This is an optimization exercise on Yosys and OpenROAD, whose aim is small area, a short achievable clock period and few clock cycles, not a production implementation. Function was not checked in any run shown here: the RTL went through the layout flow alone.

## flow/design.v (module list and top-level ports; edited modules follow where they fit)
// module fxp_smul: 12 lines
// module cordic: 4138 lines
module cordic(i_clk, i_rst, i_en, o_vld, o_cosine, o_sine, i_theta);
  // ...
==> flow/flow/run.sh <==
#!/bin/bash
# The standard layout (standard.sh), with timing repair aiming for extra setup slack.
set -euo pipefail
export SETUP_SLACK_MARGIN=6.6
bash standard.sh > standard.log 2>&1
==> flow/standard.sh <==
#!/bin/bash
# synth_recipe.tcl (not shown) runs the flow's synth.tcl, then flattens the netlist and writes it again
# the make line also repeats each setting of config.mk as NAME=value (left out here)
make -C /OpenROAD-flow-scripts/flow DESIGN_CONFIG=/design/flow/config.mk WORK_HOME=/design/flow/orfs CLKGATE_MAP_FILE= SYNTH_SCRIPT=/design/flow/synth_recipe.tcl "${@:-finish}"
==> flow/config.mk <==
export PLATFORM = sky130hd
export DESIGN_NAME = cordic
export DESIGN_NICKNAME = cordic
export VERILOG_FILES = /design/flow/design.v
export SDC_FILE = /design/flow/constraint.sdc
export NUM_CORES = 4
export LEC_CHECK = 0
export CAP_MARGIN = 20
export CORE_MARGIN = 2
export CORE_UTILIZATION = 40
export CTS_BUF_LIST = sky130_fd_sc_hd__clkbuf_16
export CTS_CLUSTER_DIAMETER = 100
export CTS_CLUSTER_SIZE = 25
export SLEW_MARGIN = 20
export SYNTH_MEMORY_MAX_BITS = 16384
==> flow/constraint.sdc <==
create_clock -name core_clock -period 10.0 [get_ports {i_clk}]
set_input_delay 2.0000 -clock core_clock [delete_from_list [all_inputs] [get_ports {i_clk}]]
set_output_delay 2.0000 -clock core_clock [all_outputs]
set_load 0.01 [all_outputs]
==> results_dict.tcl, run 1 <==
set metrics [dict create \
    io_buffer_count 75 \
    die_w_um 451.6 \
    largest_reg_flops 30 \
    setup_tns_ns 0 \
    regMostFlops "vld" \
    dieArea_mm2 0.2039 \
    holdPathEnd "n29_q26" \
    ys_seq_elements 1360 \
    slowest_delay_ns 0.53 \
    worst_slew_pin_slew_ns 1.027 \
    synthesis.nets 9759 \
    first_global_vias 57370 \
    cts_resized 216 \
    nonClockBufferCount 199 \
    drt.antenna.violating_nets 0 \
    grt_util_met3_pct 1.534 \
    fill_cells 19240 \
    nMultiInputCombCells 6114 \
    insertion_delay_ns 0.74 \
    routed_wl_um 172500 \
    synth_cell_type_count 91 \
    synth_most_common_cell "dfxtp_1" \
    grt_max_degree 86 \
    synth_top_family_by_area "adder cells" \
    via_per_inst 5.060 \
    cts_setup_buffers 22 \
    status "complete, no violations" \
]
==> run 2: changes to the inputs <==
--- a/flow/design.v
+++ b/flow/design.v
@@ -529,24 +529,26 @@
     wire signed [18:0] ys29;
     wire [18:0] x30_b;
     wire [18:0] x30_s;
     wire signed [18:0] x30;
     wire [18:0] y30_b;
     wire [18:0] y30_s;
     wire signed [18:0] y30;
     reg signed [18:0] x30_q28;
-    wire signed [20:0] tx;
-    reg signed [20:0] tx_q29;
-    reg signed [18:0] x30_q29;
+    wire signed [20:0] ax;
+    wire signed [27:0] bx;
+    reg signed [20:0] ax_q29;
+    reg signed [27:0] bx_q29;
     wire signed [32:0] qx;
     reg signed [18:0] y30_q28;
-    wire signed [20:0] ty;
-    reg signed [20:0] ty_q29;
-    reg signed [18:0] y30_q29;
+    wire signed [20:0] ay;
+    wire signed [27:0] by;
+    reg signed [20:0] ay_q29;
+    reg signed [27:0] by_q29;
     wire signed [32:0] qy;
     reg signed [32:0] qx_q30;
     reg signed [32:0] qy_q30;
     assign th = i_theta;
     assign phi0 = th[18:0];
     assign sat0 = ~((&th[23:18]) | ~(|th[23:18]));
     assign sgn0 = th[23];
     assign n0 = sat0_q1 ? sgn0_q1 : phi0_q1[18];
@@ -3930,20 +3932,22 @@
 wire y30_G35 = y30_G27 | (y30_P27 & y30_G23);
 wire y30_G36 = y30_g0[15] | (y30_p0[15] & y30_G35);
 wire y30_G37 = y30_G8 | (y30_P8 & y30_G35);
 wire y30_G38 = y30_G18 | (y30_P18 & y30_G35);
 wire y30_G39 = y30_G19 | (y30_P19 & y30_G35);
 wire [18:0] y30_c = {y30_G38,y30_G37,y30_G36,y30_G35,y30_G34,y30_G33,y30_G32,y30_G31,y30_G30,y30_G29,y30_G28,y30_G23,y30_G22,y30_G21,y30_G20,y30_G11,y30_G10,y30_G0,n29_q27};
 assign y30_s = y30_p0 ^ y30_c;
     assign y30 = y30_s;
-    assign tx = {{2{x30_q28[18]}}, x30_q28} + {x30_q28[18], x30_q28, 1'b0};
-    assign qx = ({{12{tx_q29[20]}}, tx_q29} <<< 12) + ({{12{tx_q29[20]}}, tx_q29} <<< 4) + {{12{tx_q29[20]}}, tx_q29} - ({{14{x30_q29[18]}}, x30_q29} <<< 8);
-    assign ty = {{2{y30_q28[18]}}, y30_q28} + {y30_q28[18], y30_q28, 1'b0};
-    assign qy = ({{12{ty_q29[20]}}, ty_q29} <<< 12) + ({{12{ty_q29[20]}}, ty_q29} <<< 4) + {{12{ty_q29[20]}}, ty_q29} - ({{14{y30_q29[18]}}, y30_q29} <<< 8);
+    assign ax = {{2{x30_q28[18]}}, x30_q28} + {x30_q28[18], x30_q28, 1'b0};
+    assign bx = (({{14{x30_q28[18]}}, x30_q28} <<< 5) + ({{14{x30_q28[18]}}, x30_q28} <<< 4) - ({{14{x30_q28[18]}}, x30_q28} <<< 8));
+    assign qx = ({{12{ax_q29[20]}}, ax_q29} <<< 12) + {{12{ax_q29[20]}}, ax_q29} + {{5{bx_q29[27]}}, bx_q29};
+    assign ay = {{2{y30_q28[18]}}, y30_q28} + {y30_q28[18], y30_q28, 1'b0};
+    assign by = (({{14{y30_q28[18]}}, y30_q28} <<< 5) + ({{14{y30_q28[18]}}, y30_q28} <<< 4) - ({{14{y30_q28[18]}}, y30_q28} <<< 8));
+    assign qy = ({{12{ay_q29[20]}}, ay_q29} <<< 12) + {{12{ay_q29[20]}}, ay_q29} + {{5{by_q29[27]}}, by_q29};
     always @(posedge i_clk) begin
         phi0_q1 <= phi0;
         sat0_q1 <= sat0;
         sgn0_q1 <= sgn0;
         phi1_q2 <= phi1;
         sat1_q2 <= sat1;
         sgn1_q2 <= sgn1;
         phi2_q3 <= phi2;
@@ -4132,19 +4136,19 @@
         n29_q21 <= n29_q20;
         n29_q22 <= n29_q21;
         n29_q23 <= n29_q22;
         n29_q24 <= n29_q23;
         n29_q25 <= n29_q24;
         n29_q26 <= n29_q25;
         n29_q27 <= n29_q26;
         x30_q28 <= x30;
-        tx_q29 <= tx;
-        x30_q29 <= x30_q28;
+        ax_q29 <= ax;
+        bx_q29 <= bx;
         y30_q28 <= y30;
-        ty_q29 <= ty;
-        y30_q29 <= y30_q28;
+        ay_q29 <= ay;
+        by_q29 <= by;
         qx_q30 <= qx;
         qy_q30 <= qy;
     end
     assign o_cosine = {{7{qx_q30[32]}}, qx_q30[31:15]};
     assign o_sine   = {{7{qy_q30[32]}}, qy_q30[31:15]};
 endmodule
==> run 2 against run 1 <==
Compared with the run above:
- still clean on timing, DRC and antenna
- critical path depth fell by 13
- first-iteration DRC count rose by 5.7%
- fmax rose by 7.4%
- worst hold slack got worse by 0.015 ns
- final area rose by 0.46%
- setup slack improved by 0.25 ns
- die area rose by 2.3%
- clock-buffer cell count fell by 2
- flip-flop and latch count rose by 10
- sequential share of layout area barely moved
- non-clock buffer count fell by 88
- critical path type is now reg2out
- critical endpoint is now o_sine[23]
- largest cell class unchanged
==> results_dict.tcl, run 2 <==
set metrics [dict create \
    synth_top_area_share_pct 33.46 \
    dp_hpwl_um 146500 \
    grt_overflow 0 \
    crit_buf_inv 1 \
    synth_cell_type_count 96 \
    routed_wl_um 183100 \
    synth-edff-count 0 \
    antenna_found_initial 2 \
    place_congestion 0.8729 \
    drt.antenna.violating_nets 0 \
    std_cell_rows 166 \
    status "complete, no violations" \
    finClkSkew_ns 0.04703 \
    io_buffer_count 75 \
    synthesis.nets 9900 \
    stdcell_count 11400 \
    synthTopCellsByCount "dfxtp_1, ha_1, inv_1, xnor2_1, nor2_1" \
    grt_pass1_wl_um 300800 \
    ff_latch_area_mm2 0.02748 \
    synth-main-ff-cell "dfxtp_1" \
    maxSlewHeadroom_pct 33.14 \
    via_per_inst 5.174 \
    core_mm2 0.2042 \
    pre_cts_ws_ns 6.176 \
    first_global_vias 59110 \
    drt_first_iter_violations 3097 \
    setup_ws_ns 6.668 \
    dp.cells 11290 \
    remaining_drc_errors 0 \
    async_flop_share_pct 0 \
    critical_path_class "reg2out" \
    slowest_delay_ns 0.39 \
    largest_reg_flops 30 \
    path_cells "clkdlybuf4s15_2" \
    area_delta_synth_final_pct 7.423 \
    synth_most_common_cell "dfxtp_1" \
    critical-path-slowest-cell "dfxtp_4" \
    ys_warn_count 1 \
    max_clock_freq_ghz 0.3001 \
    grt_max_degree 63 \
    cap_viol_max_count 0 \
    num_vias 58980 \
    cts_made_buffers 71 \
    start_kind "flop" \
    finalMaxSlewViolations 0 \
    clk_pin_slew_ns 0.09 \
    drive_gt1_share_pct 3.089 \
    nets 9892 \
    dieArea_mm2 0.2086 \
    die_w_um 456.7 \
    die_height_um 456.7 \
    end_kind "primary output" \
    ff2ff_path_depth 12 \
    drtPass1Iterations 6 \
    rr_endpoint "x12_q10[15]" \
    multi_input_area_mm2 0.05112 \
    path_depth 1 \
    min_period_over_period_pct 33.32 \
    fill_cells 19760 \
    worst_slew_pin_slew_ns 0.9982 \
    placed_area_mm2 0.08556 \
    postLayoutCellArea_mm2 0.08805 \
    synth-seq-area-share_pct 33.46 \
    rrSetupSlack_ns 6.71 \
    track_usage_pct 17.25 \
    top_regs "vld (30), bx_q29 (24), by_q29 (24)" \
    regMostFlops "vld" \
    root_buffer "clkbuf_16" \
    final_util_pct 43.13 \
    avgSynthCellArea_um2 9.434 \
    hold_ws_ns 0.2975 \
    final_cell_mix "dfxtp_1, ha_1, inv_1, xnor2_1, nor2_1" \
    final_common_cell "dfxtp_1" \
    cp.arrival_ns 1.33 \
    crit_fanout 5 \
    routedWlPerCell_um 16.07 \
    critPathTopFamily "flip-flops" \
    syn-cell-area_mm2 0.08197 \
    min_period_ns 3.332 \
    cp-startpoint "qy_q30[32]" \
    crit_end "o_sine[23]" \
    insertion_delay_ns 0.74 \
    yosysTopAreaCell "dfxtp_1" \
    hp-class "reg2reg" \
    cts.path.max_buffers 3 \
    finalHoldViolations 0 \
    synthCells 8689 \
    worstPathRequired_ns 8.00 \
    timing.rr.start "n11_q9" \
    setup_tns_ns 0 \
    ctsHtreeMaxLevel 3 \
    io_pins 76 \
    ys_seq_elements 1370 \
    cts.sinks 1370 \
    synthTopCellsByArea "dfxtp_1, ha_1, xnor2_1" \
    finalSetupViolations 0 \
    rsz0062_at_grt "yes" \
    initial_utilization_pct 40.15 \
    cts_tree "built" \
]
[run 2: cell type report]
type / instances / share of cell area [%]
inverters: 779 / 3.321
clock buffers: 72 / 2.046
multi-input cells: 6348 / 58.05
well taps: 2688 / 3.820
repair buffers: 111 / 1.177
diodes: 3 / 0.008526
flip-flops and latches: 1370 / 31.21
clock inverters: 29 / 0.3723
[run 2: worst min-delay path by stage]
stage                   to         from  slack (ns)  cells after the start
2_1_floorplan        n0_q3        n0_q2        0.31                      0
3_3_place_gp   phi7_q11[2]  phi7_q10[2]        0.31                      0
3_5_place_dp    phi5_q7[2]   phi5_q6[2]        0.31                      0
4_1_cts            n26_q23      n26_q22        0.30                      0
5_1_grt            n26_q23      n26_q22        0.32                      0
6_report           n29_q24      n29_q23        0.30                      0
[run 2: what timing repair did]
item                                    CTS  global route
gates cloned                              0             0
endpoints found under the setup margin   93            84
buffers inserted                          3             0
gates resized for setup                 114            60
hold buffers                              0             0
pin swaps                                 0             2
[run 2: kinds of logic after synthesis]
group,Yosys count,share of synthesized area [%]
AO/OA/AOI/OAI,2045,16.67
flip-flops,1370,33.46
AND/OR/NAND/NOR,1831,11.10
XOR/XNOR,1217,13.00
buffers and inverters,971,4.515
adder cells (fa/ha/maj),1185,20.34
multiplexers,70,0.9174
[run 2: per-layer routing]
layer	up-vias	GRT usage [%]	part of all wire, %	wire length [um]
li1	30240	-	-	-
met1	27660	22.07	46	84770
met2	847	30.83	49	88890
met3	239	1.711	2.7	4872
met4	0	4.462	2.5	4616
met5	-	0	0	0

separate check: timing with driven ports:
No port has a modelled driver above. Below, the same layouts with a new extraction and two added sets of constraints. Step 1, drivers: a clkbuf_16 drives i_clk and a buf_2 each remaining input, both assumed. Step 2, shift: input delay + t, output delay - t, t = (earliest + latest rising clock arrival at the registers) / 2. This alone moves slack from input paths to output paths. Three values: ideal, step 1, step 2; two values: the first two.
run	t, ns	setup slack, ns	worst hold slack (ns)	latest minus earliest clock arrival (ns)
run 1	0.800	6.422 / 6.422 / 6.422	0.313 / 0.313 / 0.313	0.055 / 0.056
run 2	0.793	6.668 / 6.582 / 6.573	0.297 / 0.297 / 0.297	0.071 / 0.071
After both steps setup and hold are still met in every run listed. For run 2, which loses most, drivers alone change the setup slack by -0.086 ns; drivers and shift together by -0.095 ns.
